Source: an optimization exercise on an open RTL-to-GDS flow (aim: small area, a short achievable clock period and few clock cycles per item). Production flows keep margins and buffers that such runs may drop.
Where RTL was checked, it was by simulation tests only, not by an equivalence proof against the original.
Power figures rest on the tool's default switching activity, not on a simulated workload.

// CPU
module CPU(
				clk,
			  rst_n,
		   IO_stall,
         awid_m_inf,
       awaddr_m_inf,
       awsize_m_inf,
      awburst_m_inf,
        awlen_m_inf,
      awvalid_m_inf,
      awready_m_inf,
        wdata_m_inf,
        wlast_m_inf,
       wvalid_m_inf,
       wready_m_inf,
          bid_m_inf,
        bresp_m_inf,
       bvalid_m_inf,
       bready_m_inf,
         arid_m_inf,
       araddr_m_inf,
        arlen_m_inf,
       arsize_m_inf,
      arburst_m_inf,
      arvalid_m_inf,
      arready_m_inf, 
          rid_m_inf,
        rdata_m_inf,
        rresp_m_inf,
        rlast_m_inf,
       rvalid_m_inf,
       rready_m_inf 
);
input  wire clk, rst_n;
output reg  IO_stall;
parameter ID_WIDTH = 4, ADDR_WIDTH = 32, DATA_WIDTH = 16, DRAM_NUMBER = 2, WRIT_NUMBER = 1;
output wire [WRIT_NUMBER * ID_WIDTH-1:0]      awid_m_inf;
output wire [WRIT_NUMBER * ADDR_WIDTH-1:0]  awaddr_m_inf;
output wire [WRIT_NUMBER * 3 -1:0]          awsize_m_inf;
output wire [WRIT_NUMBER * 2 -1:0]         awburst_m_inf;
output wire [WRIT_NUMBER * 7 -1:0]           awlen_m_inf;
output wire [WRIT_NUMBER-1:0]              awvalid_m_inf;
input  wire [WRIT_NUMBER-1:0]              awready_m_inf;
output wire [WRIT_NUMBER * DATA_WIDTH-1:0]   wdata_m_inf;
output wire [WRIT_NUMBER-1:0]                wlast_m_inf;
  ...
==> flow/config.mk <==
export PLATFORM = sky130hd
export DESIGN_NAME = CPU
export DESIGN_NICKNAME = CPU
export VERILOG_FILES = /design/flow/design.v
export SDC_FILE = /design/flow/constraint.sdc
export NUM_CORES = 8
export LEC_CHECK = 0
export CAP_MARGIN = 20
export CORE_MARGIN = 2
export CORE_UTILIZATION = 80
export SETUP_SLACK_MARGIN = 5
export SLEW_MARGIN = 20
==> flow/constraint.sdc <==
create_clock -name core_clock -period 10.0 [get_ports {clk}]
set_input_delay 2.0000 -clock core_clock [delete_from_list [all_inputs] [get_ports {clk}]]
set_output_delay 2.0000 -clock core_clock [all_outputs]
set_load 0.01 [all_outputs]
standard.sh (not shown) runs the stock make flow with config.mk's settings and CLKGATE_MAP_FILE= SYNTH_SCRIPT=/design/flow/synth_recipe.tcl, a recipe that flattens the netlist after the stock synthesis.
==> flow/flow/run.sh <==
#!/bin/bash
# Standard layout, with timing repair aiming for a larger setup margin.
set -euo pipefail
bash standard.sh SETUP_SLACK_MARGIN=6.3 finish > standard_flow.log 2>&1
The first run aborted during 5_1_grt with GRT-0232.
Edit:
- ABC_CLOCK_PERIOD_IN_PS: not set -> 3000
- CORE_UTILIZATION: 80 -> 55.0
Outcome: The new run ran to the end with no violations; area after synthesis does not change; synthesized cell count stays the same.
Edit:
- ABC_CLOCK_PERIOD_IN_PS: 3000 -> not set
The new run passed the timing, DRC and antenna checks.
Global-route usage is unchanged.
Setup slack is unchanged.
Hold slack stays the same.
Area after synthesis stays the same.
Wire length is unchanged.
No run of this note included a check of the RTL's function; only the layout flow was run.

* * *

CPU, a different RTL version from the one above (not shown whole).
For scale: roughly 1100 flip-flops, about 230 I/O pins, roughly 62000 µm² of cells after synthesis.
==> flow/config.mk <==
export PLATFORM = sky130hd
export DESIGN_NAME = CPU
export DESIGN_NICKNAME = CPU
export VERILOG_FILES = /design/flow/design.v
export SDC_FILE = /design/flow/constraint.sdc
export NUM_CORES = 8
export LEC_CHECK = 0
export CAP_MARGIN = 20
export CORE_MARGIN = 2
export CORE_UTILIZATION = 55.0
export SETUP_SLACK_MARGIN = 5
export SLEW_MARGIN = 20
==> flow/constraint.sdc <==
create_clock -name core_clock -period 10.0 [get_ports {clk}]
set_input_delay 2.0000 -clock core_clock [delete_from_list [all_inputs] [get_ports {clk}]]
set_output_delay 2.0000 -clock core_clock [all_outputs]
set_load 0.01 [all_outputs]
==> flow/flow/run.sh <==
#!/bin/bash
# Standard layout, with timing repair aiming for a larger setup margin.
set -euo pipefail
bash standard.sh SETUP_SLACK_MARGIN=6.5 finish > standard_flow.log 2>&1
The starting point produced a clean layout.
Testbench counts at the start, summed over its fixed seeds: cycles 38,608, instructions 12,000.
Next try:
==> flow/flow/run.sh (replaced) <==
#!/bin/bash
# Standard layout, with timing repair aiming for a larger setup margin.
set -euo pipefail
bash standard.sh SETUP_SLACK_MARGIN=6 finish > standard_flow.log 2>&1
=> Sequential share of layout area rose by 4.4 points; via count goes down by 7.1%; sequential cell count does not change; total power went down by 10%; cell area decreases by 12%; non-clock buffer count falls by 435; register-to-register slack is better by 0.05 ns; core utilization shrinks by 8.4 points; count of clock-buffer cells in the layout goes down by 5; setup slack improves by 0.052 ns.

-- separate check: timing with driven ports --
Ports are ideal in the flow. The routed layouts listed here were re-timed in OpenROAD.
Step 1, drivers: a clkbuf_16 drives clk and a buf_2 each remaining input, both assumed.
Step 2 moves the port delays by t, midway between the first and last clock arrival at a register: inputs arrive t later, outputs are due t later. That takes back most of the time a late clock gives input paths.
Three values: no drivers, after step 1, after step 2; two values: the first two.
run	shift t [ns]	setup WS [ns]	worst data-port slew with drivers (ns)
the second run of note 1	0.814	6.126 / 6.126 / 5.566	0.04
the third run of note 1	0.814	6.126 / 6.126 / 5.566	0.04
the first run of note 2	0.809	5.921 / 5.921 / 5.608	0.06
the second run of note 2	0.803	5.973 / 5.973 / 5.536	0.05
After both steps setup and hold are still met in every run listed.
